Source: an optimization exercise on an open RTL-to-GDS flow (aim: small area, a short achievable clock period and few clock cycles per item). Production flows keep margins and buffers that such runs may drop.
The RTL of this run was laid out without a check of its function.
Power and IR drop assume default switching activity.

==> flow/config.mk <==
export PLATFORM = sky130hd
export DESIGN_NAME = simple_generic_matrix_mult
export DESIGN_NICKNAME = simple_generic_matrix_mult
export VERILOG_FILES = /design/flow/design.v
export SDC_FILE = /design/flow/constraint.sdc
export NUM_CORES = 4
export LEC_CHECK = 0
export ABC_CLOCK_PERIOD_IN_PS = 3000
export CAP_MARGIN = 20
export CORE_MARGIN = 2
export CORE_UTILIZATION = 70
export CTS_BUF_LIST = sky130_fd_sc_hd__clkbuf_8
export CTS_CLUSTER_DIAMETER = 60
export CTS_CLUSTER_SIZE = 14
export SLEW_MARGIN = 20
export SYNTH_HIERARCHICAL = 1
export SYNTH_MINIMUM_KEEP_SIZE = 0
==> flow/standard.sh <==
#!/bin/bash
# synth_recipe.tcl (not shown) runs the flow's synth.tcl, then flattens the netlist and writes it again
# the make line also repeats each setting of config.mk as NAME=value (left out here)
make -C /OpenROAD-flow-scripts/flow DESIGN_CONFIG=/design/flow/config.mk WORK_HOME=/design/flow/orfs CLKGATE_MAP_FILE= SYNTH_SCRIPT=/design/flow/synth_recipe.tcl "${@:-finish}"
==> flow/constraint.sdc <==
create_clock -name core_clock -period 10.0 [get_ports {clk}]
set_input_delay 2.0000 -clock core_clock [delete_from_list [all_inputs] [get_ports {clk}]]
set_output_delay 2.0000 -clock core_clock [all_outputs]
set_load 0.01 [all_outputs]
==> flow/design.v <==
module simple_generic_matrix_mult #(
    parameter integer M = 3,
    parameter integer N = 3,
    parameter integer P = 3,
    parameter integer DATA_WIDTH = 8
)(
    input  wire clk,
    input  wire rst,
    input  wire start,
    input  wire signed [DATA_WIDTH-1:0] a_in,
    input  wire [$clog2(M*N)-1:0] a_addr,
    input  wire a_wen,
    input  wire signed [DATA_WIDTH-1:0] b_in,
    input  wire [$clog2(N*P)-1:0] b_addr,
    input  wire b_wen,
    output reg [2*DATA_WIDTH-1:0] c_out,
    output reg c_valid,
    output reg done
);
    localparam integer E = 1;    
    reg [3:0] t;
    wire rd = start | ((t != 0) & (t <= 8));           
    wire rot_b = rd;                                    
    wire rot_a = rd & ((t == 2) | (t == 5) | (t == 8));  
    always @(posedge clk or posedge rst) begin
        if (rst) begin
            t <= 0;
            c_valid <= 0;
            done <= 0;
        end else begin
            c_valid <= (t >= E) && (t <= E + 8) && (t != 0 || start);
            done <= (t == E + 8);
            t <= (t == E + 8) ? 4'd0 : (start || t != 0) ? t + 4'd1 : 4'd0;
        end
    end
    reg [71:0] Am, Bm;
    genvar x;
    generate
        for (x = 0; x < 9; x = x + 1) begin : st
            wire wa = a_wen & (a_addr == x);
            wire wb = b_wen & (b_addr == x);
            wire ha = ~(wa | rot_a);
            wire hb = ~(wb | rot_b);
            always @(posedge clk) begin
                Am[8*x +: 8] <= ({8{wa}} & a_in) | ({8{rot_a}} & Am[8*((x + 3) % 9) +: 8])
                              | ({8{ha}} & Am[8*x +: 8]);
                Bm[8*x +: 8] <= ({8{wb}} & b_in) | ({8{rot_b}} & Bm[8*((x % 3 == 2) ? x - 2 : x + 1) +: 8])
                              | ({8{hb}} & Bm[8*x +: 8]);
            end
        end
    endgenerate
    wire [7:0] ma0 = Am[7:0], ma1 = Am[15:8], ma2 = Am[23:16];
    wire [7:0] mb0 = Bm[7:0], mb1 = Bm[31:24], mb2 = Bm[55:48];
    wire [7:0] a0 = ma0, a1 = ma1, a2 = ma2, b0 = mb0, b1 = mb1, b2 = mb2;
    wire pp0_0_0, pp0_0_1, pp0_0_2, pp0_0_3, pp0_0_4, pp0_0_5, pp0_0_6, pp0_0_7, pp0_1_0, pp0_1_1, pp0_1_2, pp0_1_3, pp0_1_4, pp0_1_5, pp0_1_6, pp0_1_7, pp0_2_0, pp0_2_1, pp0_2_2, pp0_2_3, pp0_2_4, pp0_2_5, pp0_2_6, pp0_2_7, pp0_3_0, pp0_3_1, pp0_3_2, pp0_3_3, pp0_3_4, pp0_3_5, pp0_3_6, pp0_3_7, pp0_4_0, pp0_4_1, pp0_4_2, pp0_4_3, pp0_4_4, pp0_4_5, pp0_4_6, pp0_4_7, pp0_5_0, pp0_5_1, pp0_5_2, pp0_5_3, pp0_5_4, pp0_5_5, pp0_5_6, pp0_5_7, pp0_6_0, pp0_6_1, pp0_6_2, pp0_6_3, pp0_6_4, pp0_6_5, pp0_6_6, pp0_6_7, pp0_7_0, pp0_7_1, pp0_7_2, pp0_7_3, pp0_7_4, pp0_7_5, pp0_7_6, pp0_7_7, pp1_0_0, pp1_0_1, pp1_0_2, pp1_0_3, pp1_0_4, pp1_0_5, pp1_0_6, pp1_0_7, pp1_1_0, pp1_1_1, pp1_1_2, pp1_1_3, pp1_1_4, pp1_1_5, pp1_1_6, pp1_1_7, pp1_2_0, pp1_2_1, pp1_2_2, pp1_2_3, pp1_2_4, pp1_2_5, pp1_2_6, pp1_2_7, pp1_3_0, pp1_3_1, pp1_3_2, pp1_3_3, pp1_3_4, pp1_3_5, pp1_3_6, pp1_3_7, pp1_4_0, pp1_4_1, pp1_4_2, pp1_4_3, pp1_4_4, pp1_4_5, pp1_4_6, pp1_4_7, pp1_5_0, pp1_5_1, pp1_5_2, pp1_5_3, pp1_5_4, pp1_5_5, pp1_5_6, pp1_5_7, pp1_6_0, pp1_6_1, pp1_6_2, pp1_6_3, pp1_6_4, pp1_6_5, pp1_6_6, pp1_6_7, pp1_7_0, pp1_7_1, pp1_7_2, pp1_7_3, pp1_7_4, pp1_7_5, pp1_7_6, pp1_7_7, pp2_0_0, pp2_0_1, pp2_0_2, pp2_0_3, pp2_0_4, pp2_0_5, pp2_0_6, pp2_0_7, pp2_1_0, pp2_1_1, pp2_1_2, pp2_1_3, pp2_1_4, pp2_1_5, pp2_1_6, pp2_1_7, pp2_2_0, pp2_2_1, pp2_2_2, pp2_2_3, pp2_2_4, pp2_2_5, pp2_2_6, pp2_2_7, pp2_3_0, pp2_3_1, pp2_3_2, pp2_3_3, pp2_3_4, pp2_3_5, pp2_3_6, pp2_3_7, pp2_4_0, pp2_4_1, pp2_4_2, pp2_4_3, pp2_4_4, pp2_4_5, pp2_4_6, pp2_4_7, pp2_5_0, pp2_5_1, pp2_5_2, pp2_5_3, pp2_5_4, pp2_5_5, pp2_5_6, pp2_5_7, pp2_6_0, pp2_6_1, pp2_6_2, pp2_6_3, pp2_6_4, pp2_6_5, pp2_6_6, pp2_6_7, pp2_7_0, pp2_7_1, pp2_7_2, pp2_7_3, pp2_7_4, pp2_7_5, pp2_7_6, pp2_7_7, s1, c2, s3, c4, s5, c6, s7, c8, s9, c10, s11, c12, s13, c14, s15, c16, s17, c18, s19, c20, s21, c22, s23, c24, s25, c26, s27, c28, s29, c30, s31, c32, s33, c34, s35, c36, s37, c38, s39, c40, s41, c42, s43, c44, s45, c46, s47, c48, s49, c50, s51, c52, s53, c54, s55, c56, s57, c58, s59, c60, s61, c62, s63, c64, s65, c66, s67, c68, s69, c70, s71, c72, s73, c74, s75, c76, s77, c78, s79, c80, s81, c82, s83, c84, s85, c86, s87, c88, s89, c90, s91, c92, s93, c94, s95, c96, s97, c98, s99, c100, s101, c102, s103, c104, s105, c106, s107, c108, s109, c110, s111, c112, s113, c114, s115, c116, s117, c118, s119, c120, s121, c122, s123, c124, s125, c126, s127, c128, s129, c130, s131, c132, s133, c134, s135, c136, s137, c138, s139, c140, s141, c142, s143, c144, s145, c146, s147, c148, s149, c150, s151, c152, s153, c154, s155, c156, s157, c158, s159, c160, s161, c162, s163, c164, s165, c166, s167, c168, s169, c170, s171, c172, s173, c174, s175, c176, s177, c178, s179, c180, s181, c182, s183, c184, s185, c186, s187, c188, s189, c190, s191, c192, s193, c194, s195, c196, s197, c198, s199, c200, s201, c202, s203, c204, s205, c206, s207, c208, s209, c210, s211, c212, s213, c214, s215, c216, s217, c218, s219, c220, s221, c222, s223, c224, s225, c226, s227, c228, s229, c230, s231, c232, s233, c234, s235, c236, s237, c238, s239, c240, s241, c242, s243, c244, s245, c246, s247, c248, s249, c250, s251, c252, s253, c254, s255, c256, s257, c258, s259, c260, s261, c262, s263, c264, s265, c266, s267, c268, s269, c270, s271, c272, s273, c274, s275, c276, s277, c278, s279, c280, s281, c282, s283, c284, s285, c286, s287, c288, s289, c290, s291, c292, s293, c294, s295, c296, s297, s298, c299, s300, c301, s302, c303, s304, c305, s306, c307, s308, c309, s310, c311, s312, c313, s314, c315, s316, c317, s318, c319, s320, c321, s322, c323, s324, c325, s326, c327, s328, c329, s330, c331, s332, c333, s334, c335, s336, c337, s338, c339, s340, c341, s342, c343, s344, c345, s346, c347, s348, c349, s350;
    assign pp0_0_0 = ~(a0[0] & b0[0]);
    assign pp0_0_1 = ~(a0[0] & b0[1]);
    assign pp0_0_2 = ~(a0[0] & b0[2]);
    assign pp0_0_3 = ~(a0[0] & b0[3]);
    assign pp0_0_4 = ~(a0[0] & b0[4]);
    assign pp0_0_5 = ~(a0[0] & b0[5]);
    assign pp0_0_6 = ~(a0[0] & b0[6]);
    assign pp0_0_7 = a0[0] & b0[7];
    assign pp0_1_0 = ~(a0[1] & b0[0]);
    assign pp0_1_1 = ~(a0[1] & b0[1]);
    assign pp0_1_2 = ~(a0[1] & b0[2]);
    assign pp0_1_3 = ~(a0[1] & b0[3]);
    assign pp0_1_4 = ~(a0[1] & b0[4]);
    assign pp0_1_5 = ~(a0[1] & b0[5]);
    assign pp0_1_6 = ~(a0[1] & b0[6]);
    assign pp0_1_7 = a0[1] & b0[7];
    assign pp0_2_0 = ~(a0[2] & b0[0]);
    assign pp0_2_1 = ~(a0[2] & b0[1]);
    assign pp0_2_2 = ~(a0[2] & b0[2]);
    assign pp0_2_3 = ~(a0[2] & b0[3]);
    assign pp0_2_4 = ~(a0[2] & b0[4]);
    assign pp0_2_5 = ~(a0[2] & b0[5]);
    assign pp0_2_6 = ~(a0[2] & b0[6]);
    assign pp0_2_7 = a0[2] & b0[7];
    assign pp0_3_0 = ~(a0[3] & b0[0]);
    assign pp0_3_1 = ~(a0[3] & b0[1]);
    assign pp0_3_2 = ~(a0[3] & b0[2]);
    assign pp0_3_3 = ~(a0[3] & b0[3]);
    assign pp0_3_4 = ~(a0[3] & b0[4]);
    assign pp0_3_5 = ~(a0[3] & b0[5]);
    assign pp0_3_6 = ~(a0[3] & b0[6]);
    assign pp0_3_7 = a0[3] & b0[7];
    assign pp0_4_0 = ~(a0[4] & b0[0]);
    assign pp0_4_1 = ~(a0[4] & b0[1]);
    assign pp0_4_2 = ~(a0[4] & b0[2]);
    assign pp0_4_3 = ~(a0[4] & b0[3]);
    assign pp0_4_4 = ~(a0[4] & b0[4]);
    assign pp0_4_5 = ~(a0[4] & b0[5]);
    assign pp0_4_6 = ~(a0[4] & b0[6]);
    assign pp0_4_7 = a0[4] & b0[7];
    assign pp0_5_0 = ~(a0[5] & b0[0]);
    assign pp0_5_1 = ~(a0[5] & b0[1]);
    assign pp0_5_2 = ~(a0[5] & b0[2]);
    assign pp0_5_3 = ~(a0[5] & b0[3]);
    assign pp0_5_4 = ~(a0[5] & b0[4]);
    assign pp0_5_5 = ~(a0[5] & b0[5]);
    assign pp0_5_6 = ~(a0[5] & b0[6]);
    assign pp0_5_7 = a0[5] & b0[7];
    assign pp0_6_0 = ~(a0[6] & b0[0]);
    assign pp0_6_1 = ~(a0[6] & b0[1]);
    assign pp0_6_2 = ~(a0[6] & b0[2]);
    assign pp0_6_3 = ~(a0[6] & b0[3]);
    assign pp0_6_4 = ~(a0[6] & b0[4]);
    assign pp0_6_5 = ~(a0[6] & b0[5]);
    assign pp0_6_6 = ~(a0[6] & b0[6]);
    assign pp0_6_7 = a0[6] & b0[7];
    assign pp0_7_0 = a0[7] & b0[0];
    assign pp0_7_1 = a0[7] & b0[1];
    assign pp0_7_2 = a0[7] & b0[2];
    assign pp0_7_3 = a0[7] & b0[3];
    assign pp0_7_4 = a0[7] & b0[4];
    assign pp0_7_5 = a0[7] & b0[5];
    assign pp0_7_6 = a0[7] & b0[6];
    assign pp0_7_7 = ~(a0[7] & b0[7]);
    assign pp1_0_0 = ~(a1[0] & b1[0]);
    assign pp1_0_1 = ~(a1[0] & b1[1]);
    assign pp1_0_2 = ~(a1[0] & b1[2]);
    assign pp1_0_3 = ~(a1[0] & b1[3]);
    assign pp1_0_4 = ~(a1[0] & b1[4]);
    assign pp1_0_5 = ~(a1[0] & b1[5]);
    assign pp1_0_6 = ~(a1[0] & b1[6]);
    assign pp1_0_7 = a1[0] & b1[7];
    assign pp1_1_0 = ~(a1[1] & b1[0]);
    assign pp1_1_1 = ~(a1[1] & b1[1]);
    assign pp1_1_2 = ~(a1[1] & b1[2]);
    assign pp1_1_3 = ~(a1[1] & b1[3]);
    assign pp1_1_4 = ~(a1[1] & b1[4]);
    assign pp1_1_5 = ~(a1[1] & b1[5]);
    assign pp1_1_6 = ~(a1[1] & b1[6]);
    assign pp1_1_7 = a1[1] & b1[7];
    assign pp1_2_0 = ~(a1[2] & b1[0]);
    assign pp1_2_1 = ~(a1[2] & b1[1]);
    assign pp1_2_2 = ~(a1[2] & b1[2]);
    assign pp1_2_3 = ~(a1[2] & b1[3]);
    assign pp1_2_4 = ~(a1[2] & b1[4]);
    assign pp1_2_5 = ~(a1[2] & b1[5]);
    assign pp1_2_6 = ~(a1[2] & b1[6]);
    assign pp1_2_7 = a1[2] & b1[7];
    assign pp1_3_0 = ~(a1[3] & b1[0]);
    assign pp1_3_1 = ~(a1[3] & b1[1]);
    assign pp1_3_2 = ~(a1[3] & b1[2]);
    assign pp1_3_3 = ~(a1[3] & b1[3]);
    assign pp1_3_4 = ~(a1[3] & b1[4]);
    assign pp1_3_5 = ~(a1[3] & b1[5]);
    assign pp1_3_6 = ~(a1[3] & b1[6]);
    assign pp1_3_7 = a1[3] & b1[7];
    assign pp1_4_0 = ~(a1[4] & b1[0]);
    assign pp1_4_1 = ~(a1[4] & b1[1]);
    assign pp1_4_2 = ~(a1[4] & b1[2]);
    assign pp1_4_3 = ~(a1[4] & b1[3]);
    assign pp1_4_4 = ~(a1[4] & b1[4]);
    assign pp1_4_5 = ~(a1[4] & b1[5]);
    assign pp1_4_6 = ~(a1[4] & b1[6]);
    assign pp1_4_7 = a1[4] & b1[7];
    assign pp1_5_0 = ~(a1[5] & b1[0]);
    assign pp1_5_1 = ~(a1[5] & b1[1]);
    assign pp1_5_2 = ~(a1[5] & b1[2]);
    assign pp1_5_3 = ~(a1[5] & b1[3]);
    assign pp1_5_4 = ~(a1[5] & b1[4]);
    assign pp1_5_5 = ~(a1[5] & b1[5]);
    assign pp1_5_6 = ~(a1[5] & b1[6]);
    assign pp1_5_7 = a1[5] & b1[7];
    assign pp1_6_0 = ~(a1[6] & b1[0]);
    assign pp1_6_1 = ~(a1[6] & b1[1]);
    assign pp1_6_2 = ~(a1[6] & b1[2]);
    assign pp1_6_3 = ~(a1[6] & b1[3]);
    assign pp1_6_4 = ~(a1[6] & b1[4]);
    assign pp1_6_5 = ~(a1[6] & b1[5]);
    assign pp1_6_6 = ~(a1[6] & b1[6]);
    assign pp1_6_7 = a1[6] & b1[7];
    assign pp1_7_0 = a1[7] & b1[0];
    assign pp1_7_1 = a1[7] & b1[1];
    assign pp1_7_2 = a1[7] & b1[2];
    assign pp1_7_3 = a1[7] & b1[3];
    assign pp1_7_4 = a1[7] & b1[4];
    assign pp1_7_5 = a1[7] & b1[5];
    assign pp1_7_6 = a1[7] & b1[6];
    assign pp1_7_7 = ~(a1[7] & b1[7]);
    assign pp2_0_0 = ~(a2[0] & b2[0]);
    assign pp2_0_1 = ~(a2[0] & b2[1]);
    assign pp2_0_2 = ~(a2[0] & b2[2]);
    assign pp2_0_3 = ~(a2[0] & b2[3]);
    assign pp2_0_4 = ~(a2[0] & b2[4]);
    assign pp2_0_5 = ~(a2[0] & b2[5]);
    assign pp2_0_6 = ~(a2[0] & b2[6]);
    assign pp2_0_7 = a2[0] & b2[7];
    assign pp2_1_0 = ~(a2[1] & b2[0]);
    assign pp2_1_1 = ~(a2[1] & b2[1]);
    assign pp2_1_2 = ~(a2[1] & b2[2]);
    assign pp2_1_3 = ~(a2[1] & b2[3]);
    assign pp2_1_4 = ~(a2[1] & b2[4]);
    assign pp2_1_5 = ~(a2[1] & b2[5]);
    assign pp2_1_6 = ~(a2[1] & b2[6]);
    assign pp2_1_7 = a2[1] & b2[7];
    assign pp2_2_0 = ~(a2[2] & b2[0]);
    assign pp2_2_1 = ~(a2[2] & b2[1]);
    assign pp2_2_2 = ~(a2[2] & b2[2]);
    assign pp2_2_3 = ~(a2[2] & b2[3]);
    assign pp2_2_4 = ~(a2[2] & b2[4]);
    assign pp2_2_5 = ~(a2[2] & b2[5]);
    assign pp2_2_6 = ~(a2[2] & b2[6]);
    assign pp2_2_7 = a2[2] & b2[7];
    assign pp2_3_0 = ~(a2[3] & b2[0]);
    assign pp2_3_1 = ~(a2[3] & b2[1]);
    assign pp2_3_2 = ~(a2[3] & b2[2]);
    assign pp2_3_3 = ~(a2[3] & b2[3]);
    assign pp2_3_4 = ~(a2[3] & b2[4]);
    assign pp2_3_5 = ~(a2[3] & b2[5]);
    assign pp2_3_6 = ~(a2[3] & b2[6]);
    assign pp2_3_7 = a2[3] & b2[7];
    assign pp2_4_0 = ~(a2[4] & b2[0]);
    assign pp2_4_1 = ~(a2[4] & b2[1]);
    assign pp2_4_2 = ~(a2[4] & b2[2]);
    assign pp2_4_3 = ~(a2[4] & b2[3]);
    assign pp2_4_4 = ~(a2[4] & b2[4]);
    assign pp2_4_5 = ~(a2[4] & b2[5]);
    assign pp2_4_6 = ~(a2[4] & b2[6]);
    assign pp2_4_7 = a2[4] & b2[7];
    assign pp2_5_0 = ~(a2[5] & b2[0]);
    assign pp2_5_1 = ~(a2[5] & b2[1]);
    assign pp2_5_2 = ~(a2[5] & b2[2]);
    assign pp2_5_3 = ~(a2[5] & b2[3]);
    assign pp2_5_4 = ~(a2[5] & b2[4]);
    assign pp2_5_5 = ~(a2[5] & b2[5]);
    assign pp2_5_6 = ~(a2[5] & b2[6]);
    assign pp2_5_7 = a2[5] & b2[7];
    assign pp2_6_0 = ~(a2[6] & b2[0]);
    assign pp2_6_1 = ~(a2[6] & b2[1]);
    assign pp2_6_2 = ~(a2[6] & b2[2]);
    assign pp2_6_3 = ~(a2[6] & b2[3]);
    assign pp2_6_4 = ~(a2[6] & b2[4]);
    assign pp2_6_5 = ~(a2[6] & b2[5]);
    assign pp2_6_6 = ~(a2[6] & b2[6]);
    assign pp2_6_7 = a2[6] & b2[7];
    assign pp2_7_0 = a2[7] & b2[0];
    assign pp2_7_1 = a2[7] & b2[1];
    assign pp2_7_2 = a2[7] & b2[2];
    assign pp2_7_3 = a2[7] & b2[3];
    assign pp2_7_4 = a2[7] & b2[4];
    assign pp2_7_5 = a2[7] & b2[5];
    assign pp2_7_6 = a2[7] & b2[6];
    assign pp2_7_7 = ~(a2[7] & b2[7]);
    mm_fa u_s1 (.a(pp0_0_0), .b(pp1_0_0), .c(pp2_0_0), .s(s1), .co(c2));
    mm_fa u_s3 (.a(pp0_0_1), .b(pp0_1_0), .c(pp1_0_1), .s(s3), .co(c4));
    mm_fa u_s5 (.a(pp1_1_0), .b(pp2_0_1), .c(pp2_1_0), .s(s5), .co(c6));
    mm_fa u_s7 (.a(c2), .b(s3), .c(s5), .s(s7), .co(c8));
    assign s9 = ~(pp0_0_2 ^ pp0_1_1);
    assign c10 = pp0_0_2 | pp0_1_1;
    mm_fa u_s11 (.a(pp0_2_0), .b(pp1_0_2), .c(pp1_1_1), .s(s11), .co(c12));
    mm_fa u_s13 (.a(pp1_2_0), .b(pp2_0_2), .c(pp2_1_1), .s(s13), .co(c14));
    mm_fa u_s15 (.a(pp2_2_0), .b(c4), .c(c6), .s(s15), .co(c16));
    mm_fa u_s17 (.a(s9), .b(s11), .c(s13), .s(s17), .co(c18));
    mm_fa u_s19 (.a(c8), .b(s15), .c(s17), .s(s19), .co(c20));
    assign s21 = ~(pp0_0_3 ^ pp0_1_2);
    assign c22 = pp0_0_3 | pp0_1_2;
    mm_fa u_s23 (.a(pp0_2_1), .b(pp0_3_0), .c(pp1_0_3), .s(s23), .co(c24));
    mm_fa u_s25 (.a(pp1_1_2), .b(pp1_2_1), .c(pp1_3_0), .s(s25), .co(c26));
    mm_fa u_s27 (.a(pp2_0_3), .b(pp2_1_2), .c(pp2_2_1), .s(s27), .co(c28));
    mm_fa u_s29 (.a(pp2_3_0), .b(c10), .c(c12), .s(s29), .co(c30));
    mm_fa u_s31 (.a(c14), .b(s21), .c(s23), .s(s31), .co(c32));
    mm_fa u_s33 (.a(s25), .b(s27), .c(c16), .s(s33), .co(c34));
    mm_fa u_s35 (.a(s29), .b(c18), .c(s31), .s(s35), .co(c36));
    mm_fa u_s37 (.a(s33), .b(c20), .c(s35), .s(s37), .co(c38));
    assign s39 = ~(pp0_0_4 ^ pp0_1_3);
    assign c40 = pp0_0_4 | pp0_1_3;
    mm_fa u_s41 (.a(pp0_2_2), .b(pp0_3_1), .c(pp0_4_0), .s(s41), .co(c42));
    mm_fa u_s43 (.a(pp1_0_4), .b(pp1_1_3), .c(pp1_2_2), .s(s43), .co(c44));
    mm_fa u_s45 (.a(pp1_3_1), .b(pp1_4_0), .c(pp2_0_4), .s(s45), .co(c46));
    mm_fa u_s47 (.a(pp2_1_3), .b(pp2_2_2), .c(pp2_3_1), .s(s47), .co(c48));
    mm_fa u_s49 (.a(pp2_4_0), .b(c22), .c(c24), .s(s49), .co(c50));
    mm_fa u_s51 (.a(c26), .b(c28), .c(s39), .s(s51), .co(c52));
    mm_fa u_s53 (.a(s41), .b(s43), .c(s45), .s(s53), .co(c54));
    mm_fa u_s55 (.a(s47), .b(c30), .c(c32), .s(s55), .co(c56));
    mm_fa u_s57 (.a(s49), .b(s51), .c(s53), .s(s57), .co(c58));
    mm_fa u_s59 (.a(c34), .b(c36), .c(s55), .s(s59), .co(c60));
    assign s61 = ~(pp0_0_5 ^ pp0_1_4);
    assign c62 = pp0_0_5 | pp0_1_4;
    mm_fa u_s63 (.a(pp0_2_3), .b(pp0_3_2), .c(pp0_4_1), .s(s63), .co(c64));
    mm_fa u_s65 (.a(pp0_5_0), .b(pp1_0_5), .c(pp1_1_4), .s(s65), .co(c66));
    mm_fa u_s67 (.a(pp1_2_3), .b(pp1_3_2), .c(pp1_4_1), .s(s67), .co(c68));
    mm_fa u_s69 (.a(pp1_5_0), .b(pp2_0_5), .c(pp2_1_4), .s(s69), .co(c70));
    mm_fa u_s71 (.a(pp2_2_3), .b(pp2_3_2), .c(pp2_4_1), .s(s71), .co(c72));
    mm_fa u_s73 (.a(pp2_5_0), .b(c40), .c(c42), .s(s73), .co(c74));
    mm_fa u_s75 (.a(c44), .b(c46), .c(c48), .s(s75), .co(c76));
    mm_fa u_s77 (.a(s61), .b(s63), .c(s65), .s(s77), .co(c78));
    mm_fa u_s79 (.a(s67), .b(s69), .c(s71), .s(s79), .co(c80));
    mm_fa u_s81 (.a(c50), .b(c52), .c(s73), .s(s81), .co(c82));
    mm_fa u_s83 (.a(c54), .b(s75), .c(s77), .s(s83), .co(c84));
    mm_fa u_s85 (.a(s79), .b(c56), .c(s81), .s(s85), .co(c86));
    assign s87 = ~(pp0_0_6 ^ pp0_1_5);
    assign c88 = pp0_0_6 | pp0_1_5;
    mm_fa u_s89 (.a(pp0_2_4), .b(pp0_3_3), .c(pp0_4_2), .s(s89), .co(c90));
    mm_fa u_s91 (.a(pp0_5_1), .b(pp0_6_0), .c(pp1_0_6), .s(s91), .co(c92));
    mm_fa u_s93 (.a(pp1_1_5), .b(pp1_2_4), .c(pp1_3_3), .s(s93), .co(c94));
    mm_fa u_s95 (.a(pp1_4_2), .b(pp1_5_1), .c(pp1_6_0), .s(s95), .co(c96));
    mm_fa u_s97 (.a(pp2_0_6), .b(pp2_1_5), .c(pp2_2_4), .s(s97), .co(c98));
    mm_fa u_s99 (.a(pp2_3_3), .b(pp2_4_2), .c(pp2_5_1), .s(s99), .co(c100));
    mm_fa u_s101 (.a(pp2_6_0), .b(c62), .c(c64), .s(s101), .co(c102));
    mm_fa u_s103 (.a(c66), .b(c68), .c(c70), .s(s103), .co(c104));
    mm_fa u_s105 (.a(c72), .b(s87), .c(s89), .s(s105), .co(c106));
    mm_fa u_s107 (.a(s91), .b(s93), .c(s95), .s(s107), .co(c108));
    mm_fa u_s109 (.a(s97), .b(s99), .c(c74), .s(s109), .co(c110));
    mm_fa u_s111 (.a(c76), .b(s101), .c(c78), .s(s111), .co(c112));
    mm_fa u_s113 (.a(c80), .b(s103), .c(s105), .s(s113), .co(c114));
    mm_fa u_s115 (.a(s107), .b(c82), .c(s109), .s(s115), .co(c116));
    mm_fa u_s117 (.a(c84), .b(s111), .c(s113), .s(s117), .co(c118));
    assign s119 = ~(pp0_0_7 ^ pp0_1_6);
    assign c120 = pp0_0_7 | pp0_1_6;
    mm_fa u_s121 (.a(pp0_2_5), .b(pp0_3_4), .c(pp0_4_3), .s(s121), .co(c122));
    mm_fa u_s123 (.a(pp0_5_2), .b(pp0_6_1), .c(pp0_7_0), .s(s123), .co(c124));
    mm_fa u_s125 (.a(pp1_0_7), .b(pp1_1_6), .c(pp1_2_5), .s(s125), .co(c126));
    mm_fa u_s127 (.a(pp1_3_4), .b(pp1_4_3), .c(pp1_5_2), .s(s127), .co(c128));
    mm_fa u_s129 (.a(pp1_6_1), .b(pp1_7_0), .c(pp2_0_7), .s(s129), .co(c130));
    mm_fa u_s131 (.a(pp2_1_6), .b(pp2_2_5), .c(pp2_3_4), .s(s131), .co(c132));
    mm_fa u_s133 (.a(pp2_4_3), .b(pp2_5_2), .c(pp2_6_1), .s(s133), .co(c134));
    mm_fa u_s135 (.a(pp2_7_0), .b(c88), .c(c90), .s(s135), .co(c136));
    mm_fa u_s137 (.a(c92), .b(c94), .c(c96), .s(s137), .co(c138));
    mm_fa u_s139 (.a(c98), .b(c100), .c(s119), .s(s139), .co(c140));
    mm_fa u_s141 (.a(s121), .b(s123), .c(s125), .s(s141), .co(c142));
    mm_fa u_s143 (.a(s127), .b(s129), .c(s131), .s(s143), .co(c144));
    mm_fa u_s145 (.a(s133), .b(c102), .c(c104), .s(s145), .co(c146));
    mm_fa u_s147 (.a(c106), .b(s135), .c(c108), .s(s147), .co(c148));
    mm_fa u_s149 (.a(s137), .b(s139), .c(s141), .s(s149), .co(c150));
    mm_fa u_s151 (.a(s143), .b(c110), .c(c112), .s(s151), .co(c152));
    mm_fa u_s153 (.a(s145), .b(c114), .c(s147), .s(s153), .co(c154));
    mm_fa u_s155 (.a(pp0_1_7), .b(pp0_2_6), .c(pp0_3_5), .s(s155), .co(c156));
    mm_fa u_s157 (.a(pp0_4_4), .b(pp0_5_3), .c(pp0_6_2), .s(s157), .co(c158));
    mm_fa u_s159 (.a(pp0_7_1), .b(pp1_1_7), .c(pp1_2_6), .s(s159), .co(c160));
    mm_fa u_s161 (.a(pp1_3_5), .b(pp1_4_4), .c(pp1_5_3), .s(s161), .co(c162));
    mm_fa u_s163 (.a(pp1_6_2), .b(pp1_7_1), .c(pp2_1_7), .s(s163), .co(c164));
    mm_fa u_s165 (.a(pp2_2_6), .b(pp2_3_5), .c(pp2_4_4), .s(s165), .co(c166));
    mm_fa u_s167 (.a(pp2_5_3), .b(pp2_6_2), .c(pp2_7_1), .s(s167), .co(c168));
    mm_fa u_s169 (.a(c120), .b(c122), .c(c124), .s(s169), .co(c170));
    mm_fa u_s171 (.a(c126), .b(c128), .c(c130), .s(s171), .co(c172));
    mm_fa u_s173 (.a(c132), .b(c134), .c(s155), .s(s173), .co(c174));
    mm_fa u_s175 (.a(s157), .b(s159), .c(s161), .s(s175), .co(c176));
    mm_fa u_s177 (.a(s163), .b(s165), .c(s167), .s(s177), .co(c178));
    mm_fa u_s179 (.a(c136), .b(c138), .c(c140), .s(s179), .co(c180));
    mm_fa u_s181 (.a(s169), .b(c142), .c(c144), .s(s181), .co(c182));
    mm_fa u_s183 (.a(s171), .b(s173), .c(s175), .s(s183), .co(c184));
    mm_fa u_s185 (.a(s177), .b(c146), .c(c148), .s(s185), .co(c186));
    mm_fa u_s187 (.a(s179), .b(c150), .c(s181), .s(s187), .co(c188));
    assign s189 = ~(pp0_2_7 ^ pp0_3_6);
    assign c190 = pp0_2_7 | pp0_3_6;
    mm_fa u_s191 (.a(pp0_4_5), .b(pp0_5_4), .c(pp0_6_3), .s(s191), .co(c192));
    mm_fa u_s193 (.a(pp0_7_2), .b(pp1_2_7), .c(pp1_3_6), .s(s193), .co(c194));
    mm_fa u_s195 (.a(pp1_4_5), .b(pp1_5_4), .c(pp1_6_3), .s(s195), .co(c196));
    mm_fa u_s197 (.a(pp1_7_2), .b(pp2_2_7), .c(pp2_3_6), .s(s197), .co(c198));
    mm_fa u_s199 (.a(pp2_4_5), .b(pp2_5_4), .c(pp2_6_3), .s(s199), .co(c200));
    mm_fa u_s201 (.a(pp2_7_2), .b(c156), .c(c158), .s(s201), .co(c202));
    mm_fa u_s203 (.a(c160), .b(c162), .c(c164), .s(s203), .co(c204));
    mm_fa u_s205 (.a(c166), .b(c168), .c(s189), .s(s205), .co(c206));
    mm_fa u_s207 (.a(s191), .b(s193), .c(s195), .s(s207), .co(c208));
    mm_fa u_s209 (.a(s197), .b(s199), .c(c170), .s(s209), .co(c210));
    mm_fa u_s211 (.a(c172), .b(c174), .c(s201), .s(s211), .co(c212));
    mm_fa u_s213 (.a(c176), .b(c178), .c(s203), .s(s213), .co(c214));
    mm_fa u_s215 (.a(s205), .b(s207), .c(c180), .s(s215), .co(c216));
    mm_fa u_s217 (.a(s209), .b(c182), .c(s211), .s(s217), .co(c218));
    mm_fa u_s219 (.a(pp0_3_7), .b(pp0_4_6), .c(pp0_5_5), .s(s219), .co(c220));
    mm_fa u_s221 (.a(pp0_6_4), .b(pp0_7_3), .c(pp1_3_7), .s(s221), .co(c222));
    mm_fa u_s223 (.a(pp1_4_6), .b(pp1_5_5), .c(pp1_6_4), .s(s223), .co(c224));
    mm_fa u_s225 (.a(pp1_7_3), .b(pp2_3_7), .c(pp2_4_6), .s(s225), .co(c226));
    mm_fa u_s227 (.a(pp2_5_5), .b(pp2_6_4), .c(pp2_7_3), .s(s227), .co(c228));
    mm_fa u_s229 (.a(c190), .b(c192), .c(c194), .s(s229), .co(c230));
    mm_fa u_s231 (.a(c196), .b(c198), .c(c200), .s(s231), .co(c232));
    mm_fa u_s233 (.a(s219), .b(s221), .c(s223), .s(s233), .co(c234));
    mm_fa u_s235 (.a(s225), .b(s227), .c(c202), .s(s235), .co(c236));
    mm_fa u_s237 (.a(c204), .b(c206), .c(s229), .s(s237), .co(c238));
    mm_fa u_s239 (.a(c208), .b(s231), .c(s233), .s(s239), .co(c240));
    mm_fa u_s241 (.a(c210), .b(c212), .c(s235), .s(s241), .co(c242));
    mm_fa u_s243 (.a(c214), .b(s237), .c(s239), .s(s243), .co(c244));
    mm_fa u_s245 (.a(pp0_4_7), .b(pp0_5_6), .c(pp0_6_5), .s(s245), .co(c246));
    mm_fa u_s247 (.a(pp0_7_4), .b(pp1_4_7), .c(pp1_5_6), .s(s247), .co(c248));
    mm_fa u_s249 (.a(pp1_6_5), .b(pp1_7_4), .c(pp2_4_7), .s(s249), .co(c250));
    mm_fa u_s251 (.a(pp2_5_6), .b(pp2_6_5), .c(pp2_7_4), .s(s251), .co(c252));
    mm_fa u_s253 (.a(c220), .b(c222), .c(c224), .s(s253), .co(c254));
    mm_fa u_s255 (.a(c226), .b(c228), .c(s245), .s(s255), .co(c256));
    mm_fa u_s257 (.a(s247), .b(s249), .c(s251), .s(s257), .co(c258));
    mm_fa u_s259 (.a(c230), .b(c232), .c(c234), .s(s259), .co(c260));
    mm_fa u_s261 (.a(s253), .b(s255), .c(s257), .s(s261), .co(c262));
    mm_fa u_s263 (.a(c236), .b(c238), .c(c240), .s(s263), .co(c264));
    mm_fa u_s265 (.a(pp0_5_7), .b(pp0_6_6), .c(pp0_7_5), .s(s265), .co(c266));
    mm_fa u_s267 (.a(pp1_5_7), .b(pp1_6_6), .c(pp1_7_5), .s(s267), .co(c268));
    mm_fa u_s269 (.a(pp2_5_7), .b(pp2_6_6), .c(pp2_7_5), .s(s269), .co(c270));
    mm_fa u_s271 (.a(c246), .b(c248), .c(c250), .s(s271), .co(c272));
    mm_fa u_s273 (.a(c252), .b(s265), .c(s267), .s(s273), .co(c274));
    mm_fa u_s275 (.a(s269), .b(c254), .c(c256), .s(s275), .co(c276));
    mm_fa u_s277 (.a(c258), .b(s271), .c(s273), .s(s277), .co(c278));
    mm_fa u_s279 (.a(c260), .b(s275), .c(c262), .s(s279), .co(c280));
    mm_fa u_s281 (.a(pp0_6_7), .b(pp0_7_6), .c(pp1_6_7), .s(s281), .co(c282));
    mm_fa u_s283 (.a(pp1_7_6), .b(pp2_6_7), .c(pp2_7_6), .s(s283), .co(c284));
    mm_fa u_s285 (.a(c266), .b(c268), .c(c270), .s(s285), .co(c286));
    mm_fa u_s287 (.a(s281), .b(s283), .c(c272), .s(s287), .co(c288));
    mm_fa u_s289 (.a(c274), .b(s285), .c(c276), .s(s289), .co(c290));
    mm_fa u_s291 (.a(pp0_7_7), .b(pp1_7_7), .c(pp2_7_7), .s(s291), .co(c292));
    mm_fa u_s293 (.a(c282), .b(c284), .c(s291), .s(s293), .co(c294));
    mm_fa u_s295 (.a(c286), .b(s293), .c(c288), .s(s295), .co(c296));
    assign s297 = 1'b1 ^ c292 ^ c294;
    mm_fa u_s298 (.a(ra_s57), .b(ra_c38), .c(ra_s59), .s(s298), .co(c299));
    mm_fa u_s300 (.a(ra_c58), .b(ra_s83), .c(ra_c60), .s(s300), .co(c301));
    mm_fa u_s302 (.a(ra_s85), .b(c299), .c(s300), .s(s302), .co(c303));
    mm_fa u_s304 (.a(ra_c86), .b(ra_s115), .c(ra_s117), .s(s304), .co(c305));
    mm_fa u_s306 (.a(c301), .b(s304), .c(c303), .s(s306), .co(c307));
    mm_fa u_s308 (.a(ra_s149), .b(ra_c116), .c(ra_s151), .s(s308), .co(c309));
    mm_fa u_s310 (.a(ra_c118), .b(ra_s153), .c(c305), .s(s310), .co(c311));
    mm_fa u_s312 (.a(s308), .b(s310), .c(c307), .s(s312), .co(c313));
    mm_fa u_s314 (.a(ra_s183), .b(ra_c152), .c(ra_c154), .s(s314), .co(c315));
    mm_fa u_s316 (.a(ra_s185), .b(ra_s187), .c(c309), .s(s316), .co(c317));
    mm_fa u_s318 (.a(s314), .b(c311), .c(s316), .s(s318), .co(c319));
    mm_fa u_s320 (.a(ra_c184), .b(ra_s213), .c(ra_c186), .s(s320), .co(c321));
    mm_fa u_s322 (.a(ra_s215), .b(ra_c188), .c(ra_s217), .s(s322), .co(c323));
    mm_fa u_s324 (.a(c315), .b(s320), .c(s322), .s(s324), .co(c325));
    mm_fa u_s326 (.a(c317), .b(s324), .c(c319), .s(s326), .co(c327));
    mm_fa u_s328 (.a(ra_c216), .b(ra_c218), .c(ra_s241), .s(s328), .co(c329));
    mm_fa u_s330 (.a(ra_s243), .b(c321), .c(c323), .s(s330), .co(c331));
    mm_fa u_s332 (.a(s328), .b(c325), .c(s330), .s(s332), .co(c333));
    mm_fa u_s334 (.a(ra_s259), .b(ra_s261), .c(ra_c242), .s(s334), .co(c335));
    mm_fa u_s336 (.a(ra_c244), .b(ra_s263), .c(c329), .s(s336), .co(c337));
    mm_fa u_s338 (.a(s334), .b(c331), .c(s336), .s(s338), .co(c339));
    mm_fa u_s340 (.a(ra_s277), .b(ra_c264), .c(ra_s279), .s(s340), .co(c341));
    mm_fa u_s342 (.a(c335), .b(s340), .c(c337), .s(s342), .co(c343));
    mm_fa u_s344 (.a(ra_s287), .b(ra_c278), .c(ra_s289), .s(s344), .co(c345));
    mm_fa u_s346 (.a(ra_c280), .b(c341), .c(s344), .s(s346), .co(c347));
    mm_fa u_s348 (.a(ra_c290), .b(ra_s295), .c(c345), .s(s348), .co(c349));
    assign s350 = ra_s297 ^ ra_c296 ^ c349;
    reg ra_s1, ra_s7, ra_s19, ra_s37, ra_s57, ra_c38, ra_s59, ra_c58, ra_s83, ra_c60, ra_s85, ra_c86, ra_s115, ra_s117, ra_s149, ra_c116, ra_s151, ra_c118, ra_s153, ra_s183, ra_c152, ra_c154, ra_s185, ra_s187, ra_c184, ra_s213, ra_c186, ra_s215, ra_c188, ra_s217, ra_c216, ra_c218, ra_s241, ra_s243, ra_s259, ra_s261, ra_c242, ra_c244, ra_s263, ra_s277, ra_c264, ra_s279, ra_s287, ra_c278, ra_s289, ra_c280, ra_c290, ra_s295, ra_s297, ra_c296;
    always @(posedge clk) begin
        ra_s1 <= s1;
        ra_s7 <= s7;
        ra_s19 <= s19;
        ra_s37 <= s37;
        ra_s57 <= s57;
        ra_c38 <= c38;
        ra_s59 <= s59;
        ra_c58 <= c58;
        ra_s83 <= s83;
        ra_c60 <= c60;
        ra_s85 <= s85;
        ra_c86 <= c86;
        ra_s115 <= s115;
        ra_s117 <= s117;
        ra_s149 <= s149;
        ra_c116 <= c116;
        ra_s151 <= s151;
        ra_c118 <= c118;
        ra_s153 <= s153;
        ra_s183 <= s183;
        ra_c152 <= c152;
        ra_c154 <= c154;
        ra_s185 <= s185;
        ra_s187 <= s187;
        ra_c184 <= c184;
        ra_s213 <= s213;
        ra_c186 <= c186;
        ra_s215 <= s215;
        ra_c188 <= c188;
        ra_s217 <= s217;
        ra_c216 <= c216;
        ra_c218 <= c218;
        ra_s241 <= s241;
        ra_s243 <= s243;
        ra_s259 <= s259;
        ra_s261 <= s261;
        ra_c242 <= c242;
        ra_c244 <= c244;
        ra_s263 <= s263;
        ra_s277 <= s277;
        ra_c264 <= c264;
        ra_s279 <= s279;
        ra_s287 <= s287;
        ra_c278 <= c278;
        ra_s289 <= s289;
        ra_c280 <= c280;
        ra_c290 <= c290;
        ra_s295 <= s295;
        ra_s297 <= s297;
        ra_c296 <= c296;
    end
    wire [15:0] row1 = {s350, c347, s346, c339, c333, s332, s326, s318, s312, s306, s302, s298, ra_s37, ra_s19, ra_s7, ra_s1};
    wire [15:0] row2 = {1'b0, s348, c343, s342, s338, c327, 1'b0, c313, 1'b0, 1'b0, 1'b0, 1'b0, 1'b0, 1'b0, 1'b0, 1'b0};
    always @(posedge clk) c_out <= ~(row1 + row2);
endmodule
module mm_fa (input wire a, input wire b, input wire c, output wire s, output wire co);
    assign s = a ^ b ^ c;
    assign co = (a & b) | (a & c) | (b & c);
endmodule
module mm_ha (input wire a, input wire b, output wire s, output wire co);
    assign s = a ^ b;
    assign co = a & b;
endmodule
==> flow/flow/run.sh <==
#!/bin/bash
set -euo pipefail
bash standard.sh SETUP_SLACK_MARGIN=7 "BUFFER_PORTS_ARGS=-buffer_cell sky130_fd_sc_hd__buf_2" finish > standard_flow.log 2>&1
==> impl_metrics.py <==
metrics = {
    "finish": {
        "final_util_pct": 76.45,
        "final_nets": 1306,
        "area_growth_pct": 7.076,
        "n_antenna_cell": 0,
        "final_layout_size_suffix_gt1_share_pct": 13.45,
        "design_area_um2": 13180,
    },
    "flow_run": {
        "maxCapViolations": 0,
    },
    "power": {
        "cellPowerDensity_nw_per_um2": 384.8,
        "ir_drop_uv": 780.7,
        "finalPower_w": 0.005071,
        "p_leak_nw": 5.084,
    },
    "setup_path": {
        "crit_path_top_delay_cell": "dfrtp_1",
        "startpoint_type": "flip-flop",
        "endpoint_kind": "output pin",
        "cp_num_buf_inv": 1,
        "worst-path-max-fanout": 1,
        "critical_path.cell_chain": "buf_2",
        "crit_required_ns": 8.00,
        "cp_top_family": "flip-flops",
        "path_class": "flip-flop to output pin",
        "max_stage_delay_ns": 0.37,
        "cp.arrival_ns": 1.02,
    },
    "global_route": {
        "antenna_found_initial": 0,
        "overflow": 0,
        "grt_max_degree": 82,
        "grt_first_pass_wirelength_um": 43860,
        "grt_usage_pct": 30.33,
        "grt_pass1_vias": 8450,
    },
    "detailed_routing": {
        "post-route-drc-count": 0,
        "detail-route-antenna-nets": 0,
        "finalWirelength_um": 28450,
        "drt-vias-per-instance": 6.436,
        "drt_pass1_iterations": 5,
        "via_count": 8482,
        "drt_iter0_drc": 730,
        "wl_per_cell_um": 21.59,
    },
    "timing": {
        "relSlewSlack_pct": 44.04,
        "fin_crit_sh_pct": 30.24,
        "rsz0062_at_grt": "true",
        "maxSlewViolCount": 0,
        "worst_pin_slew_ns": 0.8364,
        "finalSetupViolCount": 0,
        "fmax_ghz": 0.3307,
        "min_period_ns": 3.024,
        "clock_skew_ns": 0.03206,
        "finalSetupTns_ns": 0,
        "hold_violations": 0,
        "hold_slack_ns": 0.3633,
    },
    "outcome": {
        "status": "timing/DRC/antenna clean",
    },
    "yosys": {
        "yosys_warnings": 7,
        "synth-simple-area-share_pct": 13.22,
        "netlist_instances": 1108,
        "yosysSeqAreaShare_pct": 35.38,
        "synthArstFlopShare_pct": 2.778,
        "synth-compound-area-share_pct": 16.37,
        "ys_ff_latch": 216,
        "synth_xor_area_share_pct": 0.8642,
        "synth_edf_count": 0,
        "synth_fa_ha_area_share_pct": 29.10,
        "yosysUniqueCellTypes": 46,
        "synth-main-ff-cell": "dfxtp_1",
        "synth_nets": 1323,
        "syn_area_per_cell_um2": 11.11,
        "synth_top_area_share_pct": 34.16,
        "synth_top_family_by_area": "adder cells",
        "synth_commonest_cells": "dfxtp_1, fa_1, nand2_1",
        "netlist_top_cells_area": "dfxtp_1, fa_1, a221o_1",
        "synthDominantAreaCellType": "dfxtp_1",
        "synthMuxAreaShare_pct": 0.08133,
        "yosysMostFrequentCell": "dfxtp_1",
        "netlist_area_um2": 12310,
    },
    "clocking": {
        "cts.sinks": 216,
        "htree_levels": 1,
        "cts_tree": "built",
        "clock_path_buffers": 3,
        "hold_buffers": 0,
        "numCtsBuffers": 19,
        "root_buffer": "clkbuf_8",
        "clk_pin_slew_worst_paths_ns": 0.09,
        "clk_latency_ns": 0.54,
    },
    "placed_design": {
        "port_buffers": 46,
        "place_hpwl_um": 20370,
        "dpl_cell_area_um2": 12560,
        "gp_congestion": 0.9088,
    },
    "floorplan": {
        "die_width_um": 136.6,
        "io_pins": 47,
        "rows": 48,
        "core_region_area_um2": 17240,
        "die_height_um": 136.6,
        "start_util_pct": 71.40,
        "fp.dieArea_um2": 18660,
    },
    "hold_path": {
        "hold_class": "flip-flop to flip-flop",
    },
}
## per-stage QoR
step           std cells  setup WS (ns)
6_report            1318          6.976
5_1_grt             1318          6.907
4_1_cts             1314          6.834
3_5_place_dp        1291          6.162
3_3_place_gp        1291          6.153
2_1_floorplan       1108          6.766
## per-module statistics from Yosys (local to each module, per instance)
module / cells / area [um2]
mm_fa: 1 / 20.02
simple_generic_matrix_mult: 941 / 8964
## registers in the layout, indices dropped and copies added, names as in the netlist, 4 cells and up
name	cells
Am	72
Bm	72
c_out	16
t	4
## power breakdown
part           internal, W  leakage (nW)  switching [W]  total, W
Combinational      0.00141          3.10        0.00148   0.00290
Sequential         0.00127          1.82       0.000411   0.00168
Clock             0.000215         0.165       0.000282  0.000497
Total              0.00289          5.08        0.00218   0.00507
## metal layers
layer  up-vias  part of all wire [%]  global-route usage [%]
li1       3772                     -                       -
met1      4265                    42                   42.85
met2       382                    48                   48.78
met3        63                   7.8                   5.630
met4         0                   2.4                   7.697
met5         -                     0                       0
## cell usage in the layout (no fill, tap or decap), types with 3 or more instances in the layout
| cell | instances |
|---|---|
| clkbuf_8 | 21 |
| or3b_4 | 3 |
| nor2_4 | 13 |
| inv_1 | 31 |
| buf_4 | 4 |
| dfxtp_2 | 11 |
| ha_4 | 3 |
| xor2_1 | 4 |
| nor4_1 | 14 |
| a21o_1 | 72 |
| nand3b_1 | 4 |
| dfrtp_1 | 6 |
| a22o_1 | 72 |
| nor3_1 | 43 |
| nor3_4 | 9 |
| a221o_1 | 70 |
| buf_2 | 38 |
| nor2_2 | 4 |
| o21ai_0 | 3 |
| xnor2_1 | 5 |
| and2_1 | 61 |
| nor2_1 | 16 |
| fa_2 | 8 |
| nor2b_1 | 3 |
| nand2_1 | 146 |
| dfxtp_1 | 199 |
| clkinv_1 | 7 |
| ha_1 | 16 |
| a21oi_1 | 6 |
| fa_1 | 159 |
| buf_6 | 6 |
## layout make-up
| type | count | area [um2] |
|---|---|---|
| timing repair buffer | 53 | 367.9 |
| clock inverter | 2 | 37.54 |
| multi-input combinational | 763 | 7691 |
| clock buffer | 21 | 289.0 |
| fill | 1151 | 4059 |
| tap | 225 | 281.5 |
| sequential | 216 | 4368 |
| inverter | 38 | 142.6 |
## logic make-up after synthesis
| group | count (synthesis) |
|---|---|
| buffers and inverters | 130 |
| adder cells (fa/ha/maj) | 186 |
| XOR/XNOR | 10 |
| flip-flops | 216 |
| multiplexers | 1 |
| AO/OA/AOI/OAI | 234 |
| AND/OR/NAND/NOR | 331 |
## timing repair
action                     4_1_cts  5_1_grt
buffers inserted                 0        2
gates cloned                     0        2
gates resized for setup         23       39
setup endpoints to repair      133      159
pin swaps                        4       10
## path summary, 6_finish.rpt
path / depth (start not counted) / slack, ns / from / end
setup / recovery: 1 / 6.98 / done / done
setup reg to reg: 10 / 7.05 / ra_c58 / c_out[14]
hold reg to reg: 1 / 0.36 / ra_s19 / c_out[2]
min in group asynchronous: 2 / 1.37 / rst / t[2]
hold / removal: 1 / 0.36 / ra_s19 / c_out[2]
max in group asynchronous: 2 / 8.43 / rst / t[3]

-- port drivers added, routing unchanged --
The results above use ideal ports. As a check the final layout listed here was re-extracted and re-timed, cells and wires unchanged. Step 1: set_driving_cell puts a clkbuf_16 on clk and a buf_2 on each other input, an assumption about the parent block. Step 2 also shifts input and output timing later by t, the mid clock arrival at the registers, as if the neighbouring blocks saw the same clock. a / b / c = ideal / step 1 / step 2; a / b = the first two.
shift t [ns]: 0.563
setup slack, ns: 6.976 / 6.937 / 6.481
hold WS [ns]: 0.363 / 0.363 / 0.363
worst setup path at the end: input to register
worst slew at a driven data input, ns: 0.03
After both steps this run still meets setup and hold. For this run, drivers alone change the setup slack by -0.039 ns; drivers and shift together by -0.495 ns.
